From an optimization exercise on the open Yosys and OpenROAD flow, aimed at small area; shortcuts taken in it are not production practice. At most, simulation tests tie the RTL to the original design; equivalence was not proved. Function not checked in runs 3 to 5: the RTL went through the layout flow alone. Power is estimated from default activity; no workload was simulated.

===== design.v =====
module sync_shfifo #(
    parameter FIFO_WIDTH = 32,
    parameter FIFO_ADDR  = 5,
    parameter FIFO_DEPTH = 1 << FIFO_ADDR,
    parameter FIFO_AE_THRESHOLD = 1,
    parameter FIFO_AF_THRESHOLD = FIFO_DEPTH -1)
(
    input                           clk,
    input                           rst_n,
    input                           fifo_wen,
    input      [FIFO_WIDTH-1 :0]    fifo_wdat,
    input                           fifo_ren,
    output     [FIFO_WIDTH-1 :0]    fifo_rdat,
    output                          fifo_empty,
    output                          fifo_full,
    output                          fifo_aempty,
    output                          fifo_afull,
    output     [FIFO_ADDR :0]       fifo_wcnt,
    output reg [FIFO_ADDR :0]       fifo_rcnt,
    output reg                      fifo_wr_full_err,
    output reg                      fifo_rd_empty_err
);
reg  [FIFO_WIDTH-1 :0]   fifo_data[FIFO_DEPTH-1 :0];
reg  [FIFO_ADDR-1 :0]    fifo_wr_ptr;
reg  [FIFO_ADDR-1 :0]    fifo_rd_ptr;
wire wr_acc = fifo_wen & ~fifo_full;
wire rd_acc = fifo_ren & ~fifo_empty;
always @(posedge clk or negedge rst_n)
begin
    if(~rst_n)
        fifo_wr_ptr <= 'b0;
    else if(wr_acc)
        fifo_wr_ptr <= fifo_wr_ptr + 'b1;
end
always @(posedge clk)
begin
    if(wr_acc)
        fifo_data[fifo_wr_ptr] <= fifo_wdat;
end
always @(posedge clk or negedge rst_n)
begin
    if(~rst_n)
        fifo_rd_ptr <= 'b0;
    else if(rd_acc)
        fifo_rd_ptr <= fifo_rd_ptr + 'b1;
end
wire [FIFO_DEPTH-1 :0]   rd_sel;
genvar gk, gb;
generate
    for (gk = 0; gk < FIFO_DEPTH; gk = gk + 1) begin : g_sel
        assign rd_sel[gk] = fifo_rd_ptr == gk;
    end
    for (gb = 0; gb < FIFO_WIDTH; gb = gb + 1) begin : g_rd
        wire [FIFO_DEPTH-1 :0] col;
        for (gk = 0; gk < FIFO_DEPTH; gk = gk + 1) begin : g_col
            assign col[gk] = fifo_data[gk][gb];
        end
        sync_shfifo_rdbit u_rd (.d(col), .sel(rd_sel), .q(fifo_rdat[gb]));
    end
endgenerate
always @(posedge clk or negedge rst_n)
begin
    if(~rst_n)
        fifo_rcnt <= 'b0;
    else if(wr_acc & ~rd_acc)
        fifo_rcnt <= fifo_rcnt + 'b1;
    else if(rd_acc & ~wr_acc)
        fifo_rcnt <= fifo_rcnt - 'b1;
end
assign fifo_wcnt   = FIFO_DEPTH - fifo_rcnt;
assign fifo_full   = fifo_rcnt[FIFO_ADDR];
assign fifo_empty  = fifo_rcnt == 'b0;
assign fifo_aempty = fifo_rcnt <= FIFO_AE_THRESHOLD;
assign fifo_afull  = fifo_rcnt >= FIFO_AF_THRESHOLD;
always @(posedge clk or negedge rst_n) begin
    if(~rst_n)
        fifo_wr_full_err <= 'b0;
    else if(fifo_full & fifo_wen)
        fifo_wr_full_err <= 'b1;
end
always @(posedge clk or negedge rst_n) begin
    if(~rst_n)
        fifo_rd_empty_err <= 'b0;
    else if(fifo_empty & fifo_ren)
        fifo_rd_empty_err <= 'b1;
end
endmodule
module sync_shfifo_rdbit (
    input  [31:0] d,
    input  [31:0] sel,
    output        q
);
wire [10:0] g;
wire [2:0]  h;
genvar i;
generate
    for (i = 0; i < 10; i = i + 1) begin : g_aoi
        sync_shfifo_aoi222 u_aoi (.d(d[3*i+2:3*i]), .s(sel[3*i+2:3*i]), .y(g[i]));
    end
endgenerate
sync_shfifo_aoi222 u_aoi10 (.d({d[31:30], d[30]}), .s({sel[31:30], sel[30]}), .y(g[10]));
sync_shfifo_nand4  u_nd0 (.a(g[3:0]),  .y(h[0]));
sync_shfifo_nand4  u_nd1 (.a(g[7:4]),  .y(h[1]));
sync_shfifo_nand3  u_nd2 (.a(g[10:8]), .y(h[2]));
assign q = |h;
endmodule
module sync_shfifo_aoi222 (input [2:0] d, input [2:0] s, output y);
assign y = ~|(d & s);
endmodule
module sync_shfifo_nand4 (input [3:0] a, output y);
assign y = ~&a;
endmodule
module sync_shfifo_nand3 (input [2:0] a, output y);
assign y = ~&a;
endmodule

===== run.sh =====
#!/bin/bash
# synth_recipe.tcl (not shown) runs the flow's synth.tcl, then flattens the netlist and writes it again
# the make line also repeats each setting of config.mk as NAME=value (left out here)
make -C /OpenROAD-flow-scripts/flow DESIGN_CONFIG=/design/flow/config.mk WORK_HOME=/design/flow/orfs CLKGATE_MAP_FILE= SYNTH_SCRIPT=/design/flow/synth_recipe.tcl finish

===== config.mk =====
export PLATFORM = sky130hd
export DESIGN_NAME = sync_shfifo
export DESIGN_NICKNAME = sync_shfifo
export VERILOG_FILES = /design/flow/design.v
export SDC_FILE = /design/flow/constraint.sdc
export NUM_CORES = 4
export LEC_CHECK = 0
export CAP_MARGIN = 10
export CORE_MARGIN = 2
export CORE_UTILIZATION = 55
export CTS_BUF_LIST = sky130_fd_sc_hd__clkbuf_8
export CTS_CLUSTER_DIAMETER = 60
export CTS_CLUSTER_SIZE = 16
export SLEW_MARGIN = 10
export SYNTH_HIERARCHICAL = 1

===== constraint.sdc =====
create_clock -name core_clock -period 7.0 [get_ports {clk}]
set_input_delay 1.4000 -clock core_clock [delete_from_list [all_inputs] [get_ports {clk}]]
set_output_delay 1.4000 -clock core_clock [all_outputs]
set_load 0.01 [all_outputs]

==> results.yml, run 1 <==
timing:
  rsz0062_at_grt: "no"
  period_share_pct: 81.2
  hold_violations: 0
  post-route-min-period_ns: 5.68
  max_freq_mhz: 176
  finalMaxSlewViolations: 0
  worst_pin_slew_ns: 1.38
  whs_ns: 0.462
  fin_skew_ns: 0.0411
  setup-tns-final_ns: 0
  finalSetupViolCount: 0
  max_slew_margin_pct: 7.71
synthesis:
  yosysWarnings: 7
  synthAdderAreaFrac_pct: 0.514
  synth_simple_gate_area_share_pct: 3.44
  yosys.area.top_type: "edfxtp_1"
  synth_compound_area_share_pct: 9.87
  synth_mux_area_share_pct: 0.0685
  synth.cell_area_sq_um: 36500
  synth_top_family_by_area: "compound AO/OA/AOI/OAI gates"
  yosysSeqAreaShare_pct: 85.5
  netlist_instances: 1703
  synth.avg_cell_area_sq_um: 21.4
  synth_seq_cells: 1042
  yosysUniqueCellTypes: 31
  synthXorXnorAreaFrac_pct: 0.384
  netlist_top_cells_area: "edfxtp_1, a222oi_1, dfrtp_1"
  synth.top_cell.area_share_pct: 84.2
  synth_nets: 1754
setup_path:
  path_cells: "nand2b_1 -> nor2_4 -> buf_4 -> a222oi_1 -> nand3_1 -> or3_1 -> clkdlybuf4s50_1"
  cp_max_fo: 17
  slowest_stage: "nor2_4"
  required_ns: 5.60
  r2r_slack_ns: 3.49
  worst_setup_path_end_kind: "output pin"
  rr_endpoint: "fifo_data[8][26]$_DFFE_PP_"
  critical_path.startpoint_type: "flip-flop"
  r2r_start: "fifo_rcnt[5]$_DFFE_PN0P_"
  crit_type: "flip-flop to output pin"
  critPathMaxStageDelay_ns: 0.90
  critPathCapture: "fifo_rdat[26]"
  worstPathArrival_ns: 4.28
  r2r_cells: 4
  critPathLaunch: "fifo_rd_ptr[2]$_DFFE_PN0P_"
global_routing:
  grt_max_degree: 37
  grt_overflow: 0
  grt_pass1_wl_microns: 147000
  antenna_found_initial: 5
  grt_pass1_vias: 19663
  grt_use_total_pct: 31.0
final_layout:
  synthToLayoutAreaGrowth_pct: 10.8
  final.fill_count: 4568
  fin_nets: 1964
  drive_gt1_share_pct: 11.3
cts:
  postCtsSetupBuffers: 0
  clock-root-buffer: "clkbuf_8"
  insertion_delay_ns: 0.71
  clk_pin_slew_ns: 0.08
  cts.sinks: 1042
  cts.path.max_buffers: 3
  cts_resized: 0
  cts-htree-levels: 3
  cts_buffers: 76
  tritoncts: "done"
  hold_buffers: 0
place:
  hpwl_microns: 60000
  io_buffers: 85
  gp_congestion: 0.805
drt:
  ant_nets: 0
  wl_per_cell_microns: 37.6
  drt_iter0_drc: 4345
  vias: 20213
  drc: 0
  dr.pass1.iters: 15
  routed_via_density: 7.24
  wirelength_microns: 105000
flow_run:
  max_cap_viol_count: 0
die:
  start_util_pct: 55.5
  die-area_sq_um: 68500
  io-pin-count: 86
  core_sq_um: 65700
  die_w_microns: 262
  num_rows: 94
  die_h_microns: 262
pwr:
  powerDensity_nw_per_um2: 340
  p_leak_nw: 12.3
  ir_drop_v: 0.000290
  p_total_w: 0.0137
outcome:
  status: "complete, no violations"
min_path:
  min_path_type: "flip-flop to flip-flop"
## through the flow
stage	instance area, sq um	setup slack [ns]	utilization (%)	instances
finish	40400	1.32	61.5	2792
global route	40400	1.26	61.5	2792
CTS	40400	1.34	61.5	2789
detailed placement	39300	2.00	59.7	2697
global placement	39300	2.07	59.7	2697
floorplan	36500	2.30	-	1703
## power breakdown
group	switching (W)	internal [W]	total, W
Combinational	0.00222	0.00131	0.00353
Sequential	0.000150	0.00718	0.00733
Clock	0.00186	0.00101	0.00287
Total	0.00424	0.00950	0.0137
## sequential cells by signal (all words and copies together), names as in the netlist
register / count
fifo_wr_full_err: 1
fifo_rcnt: 6
fifo_wr_ptr: 5
fifo_rd_empty_err: 1
fifo_data: 1024
fifo_rd_ptr: 5
## cells in the mapped netlist (all sizes together)
master,instances
nand2b,2
or3b,2
o21ai,6
mux2,1
or3,34
or2,3
a222oi,352
buf,5
or4,1
mux2i,1
a21o,2
xnor2,8
ha,15
clkbuf,7
nand2,23
a41o,1
nand3b,3
nor3,1
nor2b,1
nand3,35
dfrtp,18
inv,9
a21oi,1
nor2,73
nand4,66
edfxtp,1024
o22ai,1
xor2,8
## Yosys stat by module (local to each module, per instance)
module              cells inside  flip-flops and latches  cell area (sq um)  copies in the design
sync_shfifo_aoi222             1                       0               10.0                   352
sync_shfifo_nand3              1                       0               5.00                    32
sync_shfifo_rdbit              1                       0               6.26                    32
sync_shfifo                 1223                    1042              32200                     1
sync_shfifo_nand4              1                       0               6.26                    64
## critical path, delay by kind of cell, from the launching register on
family / cells / cell delay, ns
simple gates: 4 / 1.94
buf+inv: 2 / 1.05
flops: 1 / 0.44
compound gates: 1 / 0.17
## cell families (layout without fill, tap and decap cells)
kind of cell,Yosys count,after routing
compound gates,363,363
xor+xnor,16,16
fa+ha+maj,15,15
buf+inv,21,245
flops,1042,1042
mux,2,2
other cells,0,1
simple gates,244,244
## layer usage
metal | global-route usage, % | vias up | routed length, microns
met5 | 0 | - | 0
met2 | 49.4 | 1365 | 50100
met3 | 5.52 | 159 | 11800
li1 | - | 8218 | -
met1 | 44.5 | 10471 | 40100
met4 | 9.42 | 0 | 2990
## worst min path at each step
| stage | startpoint | to | slack, ns | depth (start not counted) |
|---|---|---|---|---|
| final | fifo_wr_full_err$_DFFE_PN0P_ | fifo_wr_full_err$_DFFE_PN0P_ | 0.46 | 1 |
| after global placement | fifo_wr_full_err$_DFFE_PN0P_ | fifo_wr_full_err$_DFFE_PN0P_ | 0.45 | 1 |
| after global routing | fifo_wr_full_err$_DFFE_PN0P_ | fifo_wr_full_err$_DFFE_PN0P_ | 0.49 | 1 |
| after detailed placement | fifo_rd_empty_err$_DFFE_PN0P_ | fifo_rd_empty_err$_DFFE_PN0P_ | 0.45 | 1 |
| after CTS | fifo_wr_full_err$_DFFE_PN0P_ | fifo_wr_full_err$_DFFE_PN0P_ | 0.47 | 1 |
| after floorplan | fifo_rd_ptr[3]$_DFFE_PN0P_ | fifo_rd_ptr[3]$_DFFE_PN0P_ | 0.49 | 1 |
## cells in the final DEF (no fill, tap or decap), types with 3 or more instances in the layout
| cell type | netlist | layout |
|---|---|---|
| ha_1 | 15 | 13 |
| buf_4 | 3 | 57 |
| clkbuf_8 | 0 | 77 |
| or2_2 | 3 | 3 |
| a222oi_1 | 352 | 352 |
| o21ai_0 | 5 | 5 |
| clkdlybuf4s50_1 | 0 | 82 |
| inv_1 | 9 | 17 |
| or3_1 | 34 | 34 |
| xnor2_1 | 8 | 8 |
| nor2_4 | 0 | 62 |
| buf_2 | 1 | 3 |
| edfxtp_1 | 1024 | 1024 |
| clkinvlp_4 | 0 | 3 |
| nand3b_1 | 3 | 3 |
| xor2_1 | 8 | 8 |
| dfrtp_1 | 18 | 18 |
| nand3_1 | 35 | 35 |
| nor2_1 | 73 | 11 |
| nand2_1 | 23 | 23 |
| nand4_1 | 66 | 66 |
## layout make-up
type / instances / area, sq um / area share [%]
flip-flops and latches: 1042 / 31200 / 77.1
clock inverters: 15 / 86.3 / 0.213
diodes: 1 / 2.50 / 0.00619
multi-input cells: 640 / 5680 / 14.0
repair buffers: 144 / 1300 / 3.22
inverters: 9 / 33.8 / 0.0835
well taps: 864 / 1080 / 2.67
clock buffers: 77 / 1060 / 2.62
==> run 2: changes to the inputs <==
--- a/config.mk
+++ b/config.mk
@@ -10,5 +10,5 @@
 export CORE_UTILIZATION = 55
-export CTS_BUF_LIST = sky130_fd_sc_hd__clkbuf_8
-export CTS_CLUSTER_DIAMETER = 60
-export CTS_CLUSTER_SIZE = 16
+export CTS_BUF_LIST = sky130_fd_sc_hd__clkbuf_16
+export CTS_CLUSTER_DIAMETER = 100
+export CTS_CLUSTER_SIZE = 30
 export SLEW_MARGIN = 10
==> results.yml, run 2 <==
die:
  start_util_pct: 55.5
  die-area_sq_um: 68500
  core_sq_um: 65700
  num_rows: 94
  die_h_microns: 262
  die_w_microns: 262
  io-pin-count: 86
timing:
  fin_skew_ns: 0.0220
  finalMaxSlewViolations: 0
  finalSetupViolCount: 0
  rsz0062_at_grt: "no"
  setup-tns-final_ns: 0
  period_share_pct: 80.1
  setup_slack_ns: 1.39
  max_freq_mhz: 178
  worst_pin_slew_ns: 1.38
  hold_violations: 0
  post-route-min-period_ns: 5.61
  max_slew_margin_pct: 7.85
  whs_ns: 0.471
synthesis:
  netlist_instances: 1703
  synth-main-ff-cell: "edfxtp_1"
  yosys-top-cells-count: "edfxtp_1, a222oi_1, nor2_1"
  yosysMostFrequentCell: "edfxtp_1"
  synth_async_sr_flop_share_pct: 1.73
  synth.avg_cell_area_sq_um: 21.4
  synth_edf_count: 1024
  synth.cell_area_sq_um: 36500
  netlist_top_cells_area: "edfxtp_1, a222oi_1, dfrtp_1"
  yosys.area.top_type: "edfxtp_1"
  yosysUniqueCellTypes: 31
  yosysSeqAreaShare_pct: 85.5
  synth_seq_cells: 1042
  synth_nets: 1754
  synth.top_cell.area_share_pct: 84.2
  yosysWarnings: 7
pwr:
  powerDensity_nw_per_um2: 341
  ir_drop_v: 0.000265
  p_leak_nw: 12.3
setup_path:
  r2r_cells: 4
  cp_max_fo: 17
  crit_type: "flip-flop to output pin"
  critical_path.startpoint_type: "flip-flop"
  required_ns: 5.60
  worstPathArrival_ns: 4.21
  worst_setup_path_end_kind: "output pin"
min_path:
  whs_path_depth: 1
  min_path_type: "flip-flop to flip-flop"
final_layout:
  final.fill_count: 4564
  fin_nets: 1928
  antennaDiodeCount: 0
  layout_common_cells: "edfxtp_1, a222oi_1, clkdlybuf4s50_1, nand4_1, nor2_4"
  top_regs: "fifo_data (1024), fifo_rcnt (6)"
  largest_reg_flops: 1024
  synthToLayoutAreaGrowth_pct: 10.9
  stdcell_count: 2757
  drive_gt1_share_pct: 9.46
  final_common_cell: "edfxtp_1"
  top_register: "fifo_data"
drt:
  drc: 0
  vias: 20138
  drt_iter0_drc: 4405
  wl_per_cell_microns: 37.7
  routed_via_density: 7.30
  dr.pass1.iters: 12
  wirelength_microns: 104000
  ant_nets: 0
cts:
  cts_buffers: 40
  cts.path.max_buffers: 3
  postCtsSetupBuffers: 0
  clk_pin_slew_ns: 0.12
  insertion_delay_ns: 0.63
  tritoncts: "done"
  cts.sinks: 1042
  cts_resized: 0
  hold_buffers: 0
  clock-root-buffer: "clkbuf_16"
  cts-htree-levels: 2
global_routing:
  grt_pass1_vias: 19337
  grt_use_total_pct: 30.6
  grt_overflow: 0
  antenna_found_initial: 4
  grt_max_degree: 37
  grt_pass1_wl_microns: 145000
place:
  pre_cts_slack_ns: 2.00
  hpwl_microns: 60000
  numPlacedInstances: 2697
  io_buffers: 85
  gp_congestion: 0.805
flow_run:
  max_cap_viol_count: 0
outcome:
  status: "complete, no violations"
==> run 2: worst paths after layout <==
check / end / start / slack (ns)
max reg2reg: fifo_data[8][8]$_DFFE_PP_ / fifo_rcnt[5]$_DFFE_PN0P_ / 3.43
min reg2reg: fifo_wr_full_err$_DFFE_PN0P_ / fifo_wr_full_err$_DFFE_PN0P_ / 0.47
max in group asynchronous: fifo_wr_ptr[4]$_DFFE_PN0P_ / rst_n / 5.02
min: fifo_wr_full_err$_DFFE_PN0P_ / fifo_wr_full_err$_DFFE_PN0P_ / 0.47
min in group asynchronous: fifo_rd_ptr[4]$_DFFE_PN0P_ / rst_n / 1.35
max: fifo_rdat[26] / fifo_rd_ptr[2]$_DFFE_PN0P_ / 1.39
==> run 2: kinds of logic after synthesis <==
| logic type | Yosys count | synth area share, % |
|---|---|---|
| XOR/XNOR | 16 | 0.384 |
| AND/OR/NAND/NOR | 244 | 3.44 |
| adder cells (fa/ha/maj) | 15 | 0.514 |
| multiplexers | 2 | 0.0685 |
| AO/OA/AOI/OAI | 363 | 9.87 |
| flip-flops | 1042 | 85.5 |
| buffers and inverters | 21 | 0.271 |
==> run 2: where the power goes <==
part	switching [W]	total, W	internal [W]
registers	0.000151	0.00733	0.00718
clock network	0.00178	0.00295	0.00117
logic	0.00222	0.00352	0.00131
==> run 2: routing by layer <==
layer	vias up	GRT usage (%)	share of wire (%)
met5	-	0	0.013
met4	2	8.08	2.9
met3	163	5.09	11
met2	1357	49.1	48
met1	10450	44.2	38
li1	8166	-	-
==> run 2: layout make-up <==
class	count	area (sq um)	share of cell area, %
Sequential cell	1042	31200	77.1
Multi-Input combinational cell	640	5680	14.0
Timing Repair Buffer	144	1310	3.23
Tap cell	864	1080	2.67
Clock buffer	42	1050	2.60
Clock inverter	16	125	0.309
Inverter	9	33.8	0.0835
==> run 2: per-module statistics from Yosys, one instance, submodules excluded <==
module,copies in the design,cell area [sq um]
sync_shfifo,1,32200
sync_shfifo_nand4,64,6.26
sync_shfifo_rdbit,32,6.26
sync_shfifo_nand3,32,5.00
sync_shfifo_aoi222,352,10.0
==> run 2: through the flow <==
| stage | total power (W) | utilization [%] | area, sq um |
|---|---|---|---|
| final | 0.0138 | 61.6 | 40500 |
| after global routing | 0.0142 | 61.6 | 40500 |
| after CTS | 0.0139 | 61.5 | 40500 |
| after detailed placement | 0.0110 | 59.7 | 39300 |
| after global placement | 0.0110 | 59.7 | 39300 |
| after floorplan | 0.00892 | - | 36500 |
==> run 2: critical path, stage by stage (launching register included) <==
cell             delay (ns)
dfrtp_1                0.45
nand2b_1               0.56
nor2_4                 0.89
buf_4                  0.44
a222oi_1               0.17
nand3_1                0.19
or3_1                  0.27
clkdlybuf4s50_1        0.60
==> run 3: changes to the inputs <==
--- a/design.v
+++ b/design.v
@@ -46,3 +46,3 @@
 end
-wire [FIFO_DEPTH-1 :0]   rd_sel;
+wire [FIFO_DEPTH-1 :0]   rd_sel_n;
 genvar gk, gb;
@@ -50,3 +50,3 @@
     for (gk = 0; gk < FIFO_DEPTH; gk = gk + 1) begin : g_sel
-        assign rd_sel[gk] = fifo_rd_ptr == gk;
+        assign rd_sel_n[gk] = fifo_rd_ptr != gk;
     end
@@ -57,3 +57,3 @@
         end
-        sync_shfifo_rdbit u_rd (.d(col), .sel(rd_sel), .q(fifo_rdat[gb]));
+        sync_shfifo_rdbit #(.N(FIFO_DEPTH)) u_rd (.d(col), .sel_n(rd_sel_n), .q(fifo_rdat[gb]));
     end
@@ -87,29 +87,8 @@
 endmodule
-module sync_shfifo_rdbit (
-    input  [31:0] d,
-    input  [31:0] sel,
-    output        q
+module sync_shfifo_rdbit #(parameter N = 32) (
+    input  [N-1:0] d,
+    input  [N-1:0] sel_n,
+    output         q
 );
-wire [10:0] g;
-wire [2:0]  h;
-genvar i;
-generate
-    for (i = 0; i < 10; i = i + 1) begin : g_aoi
-        sync_shfifo_aoi222 u_aoi (.d(d[3*i+2:3*i]), .s(sel[3*i+2:3*i]), .y(g[i]));
-    end
-endgenerate
-sync_shfifo_aoi222 u_aoi10 (.d({d[31:30], d[30]}), .s({sel[31:30], sel[30]}), .y(g[10]));
-sync_shfifo_nand4  u_nd0 (.a(g[3:0]),  .y(h[0]));
-sync_shfifo_nand4  u_nd1 (.a(g[7:4]),  .y(h[1]));
-sync_shfifo_nand3  u_nd2 (.a(g[10:8]), .y(h[2]));
-assign q = |h;
+assign q = &(d | sel_n);
 endmodule
-module sync_shfifo_aoi222 (input [2:0] d, input [2:0] s, output y);
-assign y = ~|(d & s);
-endmodule
-module sync_shfifo_nand4 (input [3:0] a, output y);
-assign y = ~&a;
-endmodule
-module sync_shfifo_nand3 (input [2:0] a, output y);
-assign y = ~&a;
-endmodule
==> config.mk (replaced) <==
export PLATFORM = sky130hd
export DESIGN_NAME = sync_shfifo
export DESIGN_NICKNAME = sync_shfifo
export VERILOG_FILES = /design/flow/design.v
export SDC_FILE = /design/flow/constraint.sdc
export NUM_CORES = 4
export LEC_CHECK = 0
export CAP_MARGIN = 0
export CORE_MARGIN = 2
export CORE_UTILIZATION = 60
export CTS_BUF_LIST = sky130_fd_sc_hd__clkbuf_4 sky130_fd_sc_hd__clkbuf_8
export SLEW_MARGIN = 0
export SYNTH_HIERARCHICAL = 1
==> results.yml, run 3 <==
flow_run:
  max_cap_viol_count: 0
cts:
  cts-htree-levels: 4
  postCtsSetupBuffers: 0
  cts_buffers: 161
  hold_buffers: 0
  cts_resized: 0
  clock-root-buffer: "clkbuf_8"
  insertion_delay_ns: 0.81
  cts.sinks: 1042
  clk_pin_slew_ns: 0.06
  cts.path.max_buffers: 3
  tritoncts: "done"
setup_path:
  critical_path.startpoint_type: "flip-flop"
  worst_setup_path_end_kind: "output pin"
  cp_max_fo: 23
  required_ns: 5.60
  worstPathArrival_ns: 4.67
  crit_type: "flip-flop to output pin"
synthesis:
  yosysMostFrequentCell: "edfxtp_1"
  synth-main-ff-cell: "edfxtp_1"
  synth.avg_cell_area_sq_um: 17.7
  yosysWarnings: 7
  yosys-top-cells-count: "edfxtp_1, o22ai_1, nor2_1"
  synth_edf_count: 1024
  synth.top_cell.area_share_pct: 83.1
  netlist_instances: 2087
  yosysUniqueCellTypes: 40
  yosysSeqAreaShare_pct: 84.3
  netlist_top_cells_area: "edfxtp_1, o22ai_1, nor2_1"
  yosys.area.top_type: "edfxtp_1"
  synth_async_sr_flop_share_pct: 1.73
  synth_seq_cells: 1042
  synth_nets: 2138
  synth.cell_area_sq_um: 37000
pwr:
  powerDensity_nw_per_um2: 368
  ir_drop_v: 0.000286
  seqPwrFrac_pct: 46.8
  p_int_w: 0.0110
  power.share.clock_pct: 30.7
  p_leak_nw: 13.5
  switching_share_pct: 29.9
  combPwrFrac_pct: 22.5
  switchingPower_w: 0.00468
die:
  die-area_sq_um: 63700
  die_w_microns: 252
  core_sq_um: 61400
  start_util_pct: 60.3
  num_rows: 91
  die_h_microns: 252
  io-pin-count: 86
global_routing:
  grt_pass1_wl_microns: 141000
  grt_use_total_pct: 31.6
  grt_overflow: 0
  grt_pass1_vias: 21253
  grt_max_degree: 33
  grt-busiest-layer: "met2"
  globalRouteMet2Util_pct: 48.9
  met1_usage_pct: 44.6
  antenna_found_initial: 3
  grtUsageMet3_pct: 8.18
timing:
  setup-tns-final_ns: 0
  finalSetupViolCount: 0
  worst_pin_slew_ns: 1.32
  setup_slack_ns: 0.928
  rsz0062_at_grt: "no"
  finalMaxSlewViolations: 0
  fin_skew_ns: 0.0333
  period_share_pct: 86.7
  whs_ns: 0.452
  max_slew_margin_pct: 11.4
  hold_violations: 0
  max_freq_mhz: 165
  post-route-min-period_ns: 6.07
final_layout:
  drive_gt1_share_pct: 14.7
  top_register: "fifo_data"
  layout_common_cells: "edfxtp_1, o22ai_1, nor2_1, clkbuf_8, clkdlybuf4s50_1"
  top_regs: "fifo_data (1024), fifo_rcnt (6)"
  largest_reg_flops: 1024
  final_common_cell: "edfxtp_1"
  synthToLayoutAreaGrowth_pct: 15.1
  fin_nets: 2429
outcome:
  status: "complete, no violations"
drt:
  vias: 21590
  ant_nets: 0
  routed_via_density: 6.56
  wirelength_microns: 99100
  drc: 0
  dr.pass1.iters: 5
  wl_per_cell_microns: 30.1
  drt_iter0_drc: 2647
place:
  io_buffers: 85
  gp_congestion: 0.795
  hpwl_microns: 53400
  pre_cts_slack_ns: 1.85
min_path:
  min_path_type: "flip-flop to flip-flop"
run 3: power by group through the flow:
stage | logic [W] | registers [W] | clock network (W)
global placement | 0.00345 | 0.00745 | 0
CTS | 0.00350 | 0.00734 | 0.00486
detailed placement | 0.00349 | 0.00747 | 0
floorplan | 0.00160 | 0.00740 | 0
global route | 0.00373 | 0.00737 | 0.00513
finish | 0.00353 | 0.00734 | 0.00481
run 3: final timing paths:
kind | endpoint | depth (start not counted) | slack, ns | startpoint
setup / recovery | fifo_rdat[15] | 10 | 0.93 | fifo_rd_ptr[0]$_DFFE_PN0P_
setup reg to reg | fifo_data[13][22]$_DFFE_PP_ | 4 | 3.38 | fifo_rcnt[5]$_DFFE_PN0P_
min in group asynchronous | fifo_rcnt[0]$_DFFE_PN0P_ | 1 | 1.15 | rst_n
hold reg to reg | fifo_wr_full_err$_DFFE_PN0P_ | 1 | 0.45 | fifo_wr_full_err$_DFFE_PN0P_
hold / removal | fifo_wr_full_err$_DFFE_PN0P_ | 1 | 0.45 | fifo_wr_full_err$_DFFE_PN0P_
max in group asynchronous | fifo_wr_ptr[2]$_DFFE_PN0P_ | 1 | 5.22 | rst_n
run 3: stage by stage:
step	power, W	instance area [sq um]	instances	util (%)
4_1_cts	0.0157	42600	3287	69.4
3_3_place_gp	0.0109	39500	3005	64.4
5_1_grt	0.0162	42600	3288	69.4
3_5_place_dp	0.0110	39500	3005	64.4
6_report	0.0157	42600	3291	69.4
2_1_floorplan	0.00900	37000	2087	-
run 3: metal layers:
| layer | vias to the layer above | routed length, microns | share of wire, % |
|---|---|---|---|
| li1 | 9249 | - | - |
| met5 | - | 23 | 0.023 |
| met2 | 1185 | 46500 | 47 |
| met4 | 4 | 2500 | 2.5 |
| met3 | 189 | 10400 | 11 |
| met1 | 10963 | 39600 | 40 |
run 3: area by class of cell:
| class | instances | area [sq um] |
|---|---|---|
| Sequential cell | 1042 | 31200 |
| Fill cell | 4076 | 18800 |
| Multi-Input combinational cell | 1020 | 6010 |
| Clock buffer | 226 | 2750 |
| Timing Repair Buffer | 143 | 1290 |
| Tap cell | 790 | 988 |
| Clock inverter | 56 | 300 |
| Inverter | 10 | 37.5 |
| Antenna cell | 4 | 10.0 |
run 3: critical path, stage by stage (launching register included):
cell,delay (ns)
dfrtp_1,0.41
ha_1,0.31
and3_1,0.24
ha_1,0.19
inv_1,0.90
buf_4,0.39
o22ai_1,0.12
nor2_1,0.15
nand4_1,0.28
nor2_1,0.29
clkdlybuf4s50_1,0.58
run 3: logic make-up after synthesis:
kind of cell	count (synthesis)	share of synthesized area, %
flip-flops	1042	84.3
AO/OA/AOI/OAI	526	8.94
AND/OR/NAND/NOR	460	5.44
buffers and inverters	25	0.325
XOR/XNOR	16	0.379
adder cells (fa/ha/maj)	15	0.507
multiplexers	3	0.0845
==> run 4: changes to the inputs <==
--- a/config.mk
+++ b/config.mk
@@ -7,7 +7,6 @@
 export LEC_CHECK = 0
-export CAP_MARGIN = 0
+export CAP_MARGIN = 20
 export CORE_MARGIN = 2
-export CORE_UTILIZATION = 60
-export CTS_BUF_LIST = sky130_fd_sc_hd__clkbuf_4 sky130_fd_sc_hd__clkbuf_8
-export SLEW_MARGIN = 0
+export CORE_UTILIZATION = 40
+export SLEW_MARGIN = 20
 export SYNTH_HIERARCHICAL = 1
==> results.yml, run 4 <==
final_layout:
  synthToLayoutAreaGrowth_pct: 17.2
  top_regs: "fifo_data (1024), fifo_rcnt (6)"
  regArea_sq_um: 31200
  drive_gt1_share_pct: 13.1
  final_common_cell: "edfxtp_1"
  fin_util_pct: 47.3
  final.fill_count: 7748
  multi_input_area_sq_um: 6040
  fin_nets: 2384
  fin_area_sq_um: 43400
  layout_common_cells: "edfxtp_1, o22ai_1, nor2_1, clkbuf_16, nand4_1"
  largest_reg_flops: 1024
  top_register: "fifo_data"
min_path:
  min_path_type: "flip-flop to flip-flop"
die:
  core_sq_um: 91700
  die_w_microns: 308
  num_rows: 111
  io-pin-count: 86
  die_h_microns: 308
  start_util_pct: 40.4
  die-area_sq_um: 95000
drt:
  vias: 21663
  wirelength_microns: 106000
  drc: 0
  dr.pass1.iters: 6
  ant_nets: 0
  routed_via_density: 6.01
  drt_iter0_drc: 2516
  wl_per_cell_microns: 29.5
global_routing:
  grt_overflow: 0
  grt_max_degree: 33
  antenna_found_initial: 1
  grt_pass1_wl_microns: 152000
  grt_use_total_pct: 22.3
  grt_pass1_vias: 21638
setup_path:
  cp_num_cells: 7
  critPathCapture: "fifo_rdat[16]"
  rr_endpoint: "fifo_data[8][24]$_DFFE_PP_"
  r2r_slack_ns: 3.42
  slowest_stage: "dfrtp_1"
  r2r_start: "fifo_rcnt[5]$_DFFE_PN0P_"
  required_ns: 5.60
  path_cells: "nor2b_1 -> nand2_2 -> o22ai_1 -> nor2_1 -> nand4_1 -> nor2_1 -> clkdlybuf4s50_1"
  r2r_cells: 4
  cp_max_fo: 21
  critical_path.startpoint_type: "flip-flop"
  worstPathArrival_ns: 4.55
  cp.buffers_inverters: 1
  path_delay_family: "simple AND/OR/NAND/NOR gates"
  worst_setup_path_end_kind: "output pin"
  path_common_cell: "nor2_1"
  critPathMaxStageDelay_ns: 0.96
  critPathLaunch: "fifo_rd_ptr[4]$_DFFE_PN0P_"
  crit_type: "flip-flop to output pin"
cts:
  cts_resized: 0
  clock-root-buffer: "clkbuf_16"
  cts_buffers: 102
  insertion_delay_ns: 0.68
  hold_buffers: 0
  tritoncts: "done"
  cts.path.max_buffers: 3
  cts.sinks: 1042
  clk_pin_slew_ns: 0.06
  postCtsSetupBuffers: 0
  cts-htree-levels: 3
timing:
  finalSetupViolCount: 0
  fin_skew_ns: 0.0331
  hold_violations: 0
  setup-tns-final_ns: 0
  max_slew_margin_pct: 23.9
  setup_slack_ns: 1.05
  post-route-min-period_ns: 5.95
  max_freq_mhz: 168
  finalMaxSlewViolations: 0
  rsz0062_at_grt: "no"
  period_share_pct: 85.0
  worst_pin_slew_ns: 1.14
synthesis:
  synth.avg_cell_area_sq_um: 17.7
  synth_async_sr_flop_share_pct: 1.73
  yosys-top-cells-count: "edfxtp_1, o22ai_1, nor2_1"
  synth_seq_cells: 1042
  synth_edf_count: 1024
  netlist_instances: 2087
  yosysUniqueCellTypes: 40
  synth.cell_area_sq_um: 37000
  synth_nets: 2138
  yosysSeqAreaShare_pct: 84.3
  synth.top_cell.area_share_pct: 83.1
  yosysWarnings: 7
  synth-main-ff-cell: "edfxtp_1"
  yosysMostFrequentCell: "edfxtp_1"
  netlist_top_cells_area: "edfxtp_1, o22ai_1, nor2_1"
  yosys.area.top_type: "edfxtp_1"
place:
  io_buffers: 85
  pre_cts_slack_ns: 1.86
  place_area_sq_um: 40200
  hpwl_microns: 62900
  gp_congestion: 0.851
outcome:
  status: "complete, no violations"
flow_run:
  max_cap_viol_count: 0
pwr:
  ir_drop_v: 0.000246
  powerDensity_nw_per_um2: 376
  p_leak_nw: 13.6
[run 4: cell types whose count changed in the layout (fill, tap and decap cells not counted), moves of 18 or more]
cell             before  now
clkbuf_4             58    0
clkbuf_1              0   18
buf_2                 0   31
clkdlybuf4s50_1      85   54
clkbuf_8            168    0
clkbuf_16             0  103
[run 4: how the worst min path moves through the flow]
stage	start	endpoint	slack (ns)	cells past startpoint
after detailed placement	fifo_wr_full_err$_DFFE_PN0P_	fifo_wr_full_err$_DFFE_PN0P_	0.45	1
after CTS	fifo_wr_full_err$_DFFE_PN0P_	fifo_wr_full_err$_DFFE_PN0P_	0.47	1
final	fifo_wr_full_err$_DFFE_PN0P_	fifo_wr_full_err$_DFFE_PN0P_	0.46	1
after global placement	fifo_wr_full_err$_DFFE_PN0P_	fifo_wr_full_err$_DFFE_PN0P_	0.44	1
after floorplan	fifo_rd_empty_err$_DFFE_PN0P_	fifo_rd_empty_err$_DFFE_PN0P_	0.49	1
after global routing	fifo_wr_full_err$_DFFE_PN0P_	fifo_wr_full_err$_DFFE_PN0P_	0.47	1
[run 4: final cells by class]
| type | instances | share of cell area, % |
|---|---|---|
| flip-flops and latches | 1042 | 72.0 |
| multi-input cells | 1020 | 13.9 |
| clock buffers | 121 | 6.10 |
| well taps | 1186 | 3.42 |
| repair buffers | 157 | 3.06 |
| clock inverters | 69 | 1.43 |
| inverters | 10 | 0.0866 |
| diodes | 1 | 0.00577 |
[run 4: per-layer routing]
layer  vias to the layer above  GRT usage, %  part of all wire [%]
met2                      1140          36.2                    48
met5                         -             0                     0
li1                       9164             -                     -
met3                       222          4.51                   9.4
met4                         0          7.53                   3.2
met1                     11137          30.1                    40
[run 4: worst register-to-register path, stage by stage, from the launching register on]
cell	delay [ns]
dfrtp_1	0.51
nor2b_1	0.66
nand2_1	0.63
nor2_4	1.06
buf_4	0.40
[run 4: through the flow]
| step | hold slack, ns | power [W] | std cells |
|---|---|---|---|
| 4_1_cts | 0.465 | 0.0164 | 3605 |
| 3_3_place_gp | 0.440 | 0.0110 | 3409 |
| 5_1_grt | 0.473 | 0.0169 | 3605 |
| 2_1_floorplan | 0.493 | 0.00900 | 2087 |
| 6_report | 0.458 | 0.0163 | 3606 |
| 3_5_place_dp | 0.451 | 0.0111 | 3415 |
[run 4: logic make-up (layout without fill, tap and decap cells)]
| logic type | after synthesis | in the layout | share of synthesized area (%) |
|---|---|---|---|
| DFF | 1042 | 1042 | 84.3 |
| AOI/OAI and AO/OA | 526 | 526 | 8.94 |
| and+or+nand+nor | 460 | 460 | 5.44 |
| buffers and inverters | 25 | 357 | 0.325 |
| xor gates and xnor gates | 16 | 16 | 0.379 |
| adders and majority gates | 15 | 15 | 0.507 |
| muxes | 3 | 3 | 0.0845 |
| other | 0 | 1 | 0 |
[run 4: report_power, final]
group          internal [W]  switching [W]
logic               0.00128        0.00233
registers           0.00716       0.000180
clock network       0.00304        0.00232
total                0.0115        0.00483
==> run 5: changes to the inputs <==
==> design.v (replaced) <==
module sync_shfifo #(
    parameter FIFO_WIDTH = 32,
    parameter FIFO_ADDR  = 5,
    parameter FIFO_DEPTH = 1 << FIFO_ADDR,
    parameter FIFO_AE_THRESHOLD = 1,
    parameter FIFO_AF_THRESHOLD = FIFO_DEPTH -1) 
(
    input                           clk,
    input                           rst_n,
    input                           fifo_wen,
    input      [FIFO_WIDTH-1 :0]    fifo_wdat,
    input                           fifo_ren,
    output     [FIFO_WIDTH-1 :0]    fifo_rdat,
    output                          fifo_empty,
    output                          fifo_full,
    output                          fifo_aempty,
    output                          fifo_afull,
    output reg [FIFO_ADDR :0]       fifo_wcnt,
    output reg [FIFO_ADDR :0]       fifo_rcnt,
    output reg                      fifo_wr_full_err,
    output reg                      fifo_rd_empty_err
);
reg  [FIFO_WIDTH-1 :0]   fifo_data[FIFO_DEPTH-1 :0];
reg  [FIFO_ADDR-1 :0]    fifo_wr_ptr;
reg  [FIFO_ADDR-1 :0]    fifo_rd_ptr;
always @(posedge clk or negedge rst_n)
begin
    if(~rst_n) begin
        fifo_wr_ptr <= 'b0;
    end
    else if(fifo_wen & ~fifo_full) begin
        fifo_wr_ptr <= fifo_wr_ptr + 'b1;
    end
    else;
end
always @(posedge clk or negedge rst_n)
begin
    if(~rst_n) begin
        for(integer i = 0; i <= FIFO_DEPTH-1; i=i+1) begin
            fifo_data[i] <= 'b0;
        end
    end
    else if(fifo_wen & ~fifo_full) begin
        fifo_data[fifo_wr_ptr] <= fifo_wdat;
    end
    else;
end
always @(posedge clk or negedge rst_n)
begin
    if(~rst_n) begin
        fifo_rd_ptr <= 'b0;
    end
    else if(fifo_ren & ~fifo_empty) begin
        fifo_rd_ptr <= fifo_rd_ptr + 'b1;
    end
    else;
end
assign fifo_rdat = fifo_data[fifo_rd_ptr];
always@(posedge clk or negedge rst_n)
begin
    if(~rst_n) begin
        fifo_rcnt <= 'b0;
    end
    else if((fifo_wen & ~fifo_full) & ~(fifo_ren & ~fifo_empty)) begin
        fifo_rcnt <= fifo_rcnt + 'b1;
    end
    else if((fifo_ren & ~fifo_empty) & ~(fifo_wen & ~fifo_full)) begin
        fifo_rcnt <= fifo_rcnt - 'b1;
    end
    else;
end
always @(posedge clk or negedge rst_n)
begin
    if(~rst_n) begin
        fifo_wcnt <= FIFO_DEPTH;
    end
    else if((fifo_wen & ~fifo_full) & ~(fifo_ren & ~fifo_empty)) begin
        fifo_wcnt <= fifo_wcnt - 'b1;
    end
    else if((fifo_ren & ~fifo_empty) & ~(fifo_wen & ~fifo_full)) begin
        fifo_wcnt <= fifo_wcnt + 'b1;
    end
    else;
end
assign fifo_full = fifo_rcnt == FIFO_DEPTH;
assign fifo_empty = fifo_rcnt == 'b0;
assign fifo_aempty = fifo_rcnt <= FIFO_AE_THRESHOLD;
assign fifo_afull = fifo_rcnt >= FIFO_AF_THRESHOLD;
always @(posedge clk or negedge rst_n) begin
    if(~rst_n) begin
        fifo_wr_full_err <= 'b0;
    end
    else if(fifo_full & fifo_wen) begin
        fifo_wr_full_err <= 'b1;
    end
    else;
end
always @(posedge clk or negedge rst_n) begin
    if(~rst_n) begin
        fifo_rd_empty_err <= 'b0;
    end
    else if(fifo_empty & fifo_ren) begin
        fifo_rd_empty_err <= 'b1;
    end
    else;
end
endmodule
--- a/config.mk
+++ b/config.mk
@@ -11,2 +11 @@
 export SLEW_MARGIN = 20
-export SYNTH_HIERARCHICAL = 1
==> results.yml, run 5 <==
outcome:
  status: "complete, no violations"
timing:
  fin_skew_ns: 0.0231
  post-route-min-period_ns: 6.70
  rsz0062_at_grt: "no"
  finalSetupViolCount: 0
  period_share_pct: 95.7
  setup-tns-final_ns: 0
  worst_pin_slew_ns: 1.21
  finalMaxSlewViolations: 0
  max_freq_mhz: 149
  hold_violations: 0
  setup_slack_ns: 0.302
  max_slew_margin_pct: 18.9
cts:
  cts-htree-levels: 3
  cts_resized: 0
  cts.sinks: 1048
  cts.path.max_buffers: 3
  postCtsSetupBuffers: 0
  insertion_delay_ns: 0.73
  cts_buffers: 114
  clock-root-buffer: "clkbuf_16"
  tritoncts: "done"
  clk_pin_slew_ns: 0.07
  hold_buffers: 0
final_layout:
  fin_nets: 3542
  top_regs: "fifo_data (1024), fifo_rcnt (6), fifo_wcnt (6)"
  largest_reg_flops: 1024
  drive_gt1_share_pct: 40.2
  stdcell_count: 5119
  top_register: "fifo_data"
  final_common_cell: "dfrtp_1"
  regArea_sq_um: 26200
  layout_common_cells: "dfrtp_1, mux2_2, a22oi_1, clkbuf_16, buf_4"
  synthToLayoutAreaGrowth_pct: 13.8
  multi_input_area_sq_um: 19900
  final.fill_count: 10413
setup_path:
  critPathCapture: "fifo_rdat[15]"
  slowest_stage: "dfrtp_4"
  critPathMaxStageDelay_ns: 0.99
  rr_endpoint: "fifo_data[21][29]$_DFFE_PN0P_"
  critical_path.startpoint_type: "flip-flop"
  path_cells: "clkinv_1 -> ha_2 -> buf_4 -> a22oi_1 -> o21ai_0 -> nor4_1 -> a21oi_1 -> clkdlybuf4s50_1"
  cp_max_fo: 45
  crit_type: "flip-flop to output pin"
  r2r_slack_ns: 2.92
  required_ns: 5.60
  critPathLaunch: "fifo_rd_ptr[4]$_DFFE_PN0P_"
  r2r_cells: 7
  worst_setup_path_end_kind: "output pin"
  worstPathArrival_ns: 5.30
  r2r_start: "fifo_rcnt[0]$_DFFE_PN0P_"
place:
  numPlacedInstances: 4907
  hpwl_microns: 107000
  io_buffers: 85
  pre_cts_slack_ns: 1.18
  gp_congestion: 0.888
drt:
  vias: 32374
  drc: 0
  wirelength_microns: 176000
  drt_iter0_drc: 3721
  routed_via_density: 6.32
  ant_nets: 0
  wl_per_cell_microns: 34.4
  dr.pass1.iters: 6
synthesis:
  synth.cell_area_sq_um: 47300
  synth.avg_cell_area_sq_um: 13.5
  synth_mux_area_share_pct: 28.0
  synthXorXnorAreaFrac_pct: 0.333
  synth_compound_area_share_pct: 8.38
  yosysMostFrequentCell: "dfrtp_1"
  synth.top_cell.area_share_pct: 55.4
  synth_seq_cells: 1048
  synth_edf_count: 0
  synth_async_sr_flop_share_pct: 100
  netlist_top_cells_area: "dfrtp_1, mux2_2, a22oi_1"
  synthAdderAreaFrac_pct: 0.476
  yosysSeqAreaShare_pct: 55.4
  yosys-top-cells-count: "dfrtp_1, mux2_2, a22oi_1"
  netlist_instances: 3499
  yosysUniqueCellTypes: 71
  yosys.area.top_type: "dfrtp_1"
  yosysWarnings: 2
  synth_nets: 3553
  synth_simple_gate_area_share_pct: 4.06
  synth-main-ff-cell: "dfrtp_1"
  synth_top_family_by_area: "multiplexers"
die:
  die-area_sq_um: 121000
  num_rows: 126
  start_util_pct: 40.2
  io-pin-count: 86
  die_w_microns: 348
  core_sq_um: 118000
  die_h_microns: 348
pwr:
  p_leak_nw: 24.2
  powerDensity_nw_per_um2: 473
  ir_drop_v: 0.000246
global_routing:
  grt_use_total_pct: 28.9
  grt_max_degree: 176
  grt_pass1_wl_microns: 250000
  grt_overflow: 0
  antenna_found_initial: 3
  grt_pass1_vias: 32284
min_path:
  min_path_type: "flip-flop to flip-flop"
flow_run:
  max_cap_viol_count: 0
run 5: kinds of logic after synthesis:
| kind of cell | after synthesis |
|---|---|
| xor gates and xnor gates | 18 |
| buffers and inverters | 352 |
| AOI/OAI and AO/OA | 518 |
| adders and majority gates | 18 |
| DFF | 1048 |
| muxes | 1183 |
| and+or+nand+nor | 362 |
run 5: critical path, delay by kind of cell (launching register included):
family / cells / cell delay (ns)
AOI/OAI and AO/OA: 3 / 0.78
DFF: 1 / 0.99
buffers and inverters: 3 / 1.55
and+or+nand+nor: 1 / 0.42
adders and majority gates: 1 / 0.77
run 5: routing by layer:
layer	wire, microns	global-route usage, %
met5	35	0
met4	8800	13.0
met3	15800	6.43
met2	78000	43.8
met1	73600	39.7
run 5: final cells by class:
cell class,count,share of cell area [%]
clock buffers,160,6.03
well taps,1536,3.57
inverters,14,0.0976
clock inverters,48,1.14
diodes,3,0.0139
multi-input cells,2099,37.0
flip-flops and latches,1048,48.7
repair buffers,211,3.44
run 5: worst min-delay path by stage:
stage               slack [ns]                     startpoint                       endpoint  cells after the start
floorplan                 0.45  fifo_data[14][10]$_DFFE_PN0P_  fifo_data[14][10]$_DFFE_PN0P_                      1
global placement          0.45  fifo_rd_empty_err$_DFFE_PN0P_  fifo_rd_empty_err$_DFFE_PN0P_                      1
detailed placement        0.45  fifo_rd_empty_err$_DFFE_PN0P_  fifo_rd_empty_err$_DFFE_PN0P_                      1
CTS                       0.46  fifo_rd_empty_err$_DFFE_PN0P_  fifo_rd_empty_err$_DFFE_PN0P_                      1
global route              0.48  fifo_rd_empty_err$_DFFE_PN0P_  fifo_rd_empty_err$_DFFE_PN0P_                      1
finish                    0.46  fifo_rd_empty_err$_DFFE_PN0P_  fifo_rd_empty_err$_DFFE_PN0P_                      1
run 5: power by group:
| part | switching (W) | internal [W] | total (W) |
|---|---|---|---|
| clock network | 0.00262 | 0.00364 | 0.00626 |
| logic | 0.00491 | 0.00410 | 0.00901 |
| registers | 0.00159 | 0.00861 | 0.0102 |
run 5: stage by stage:
stage | total power, W | util, % | area (sq um) | hold WS, ns
3_5_place_dp | 0.0191 | 42.5 | 50100 | 0.447
5_1_grt | 0.0264 | 45.7 | 53900 | 0.477
2_1_floorplan | 0.0151 | - | 47300 | 0.452
3_3_place_gp | 0.0189 | 42.5 | 50100 | 0.445
4_1_cts | 0.0254 | 45.8 | 53900 | 0.461
6_report | 0.0255 | 45.7 | 53900 | 0.461

[port drivers added, routing unchanged]
The flow's constraints put no driver on any port. The routed layouts listed below were extracted and timed again, unchanged, in two steps.
Step 1 (the two cells are an assumption about what drives the block):
set clk [get_ports {clk}]
set_driving_cell -lib_cell sky130_fd_sc_hd__clkbuf_16 $clk
set_driving_cell -lib_cell sky130_fd_sc_hd__buf_2 [delete_from_list [all_inputs] $clk]
Step 2 moves the port delays by t, midway between the first and last clock arrival at a register: inputs arrive t later, outputs are due t later. That takes back most of the time a late clock gives input paths.
Three values: no drivers, after step 1, after step 2; two values: the first two.
run | shift t [ns] | slack for setup (ns) | slew at the worst register clock pin (ns)
run 1 | 0.748 | 1.315 / 1.256 / 2.004 | 0.11 / 0.11
run 2 | 0.681 | 1.392 / 1.327 / 2.009 | 0.12 / 0.12
run 3 | 0.855 | 0.928 / 0.866 / 1.721 | 0.06 / 0.06
run 4 | 0.724 | 1.048 / 0.986 / 1.710 | 0.07 / 0.07
run 5 | 0.784 | 0.302 / 0.233 / 1.017 | 0.07 / 0.07
After both steps setup and hold are still met in every run listed.
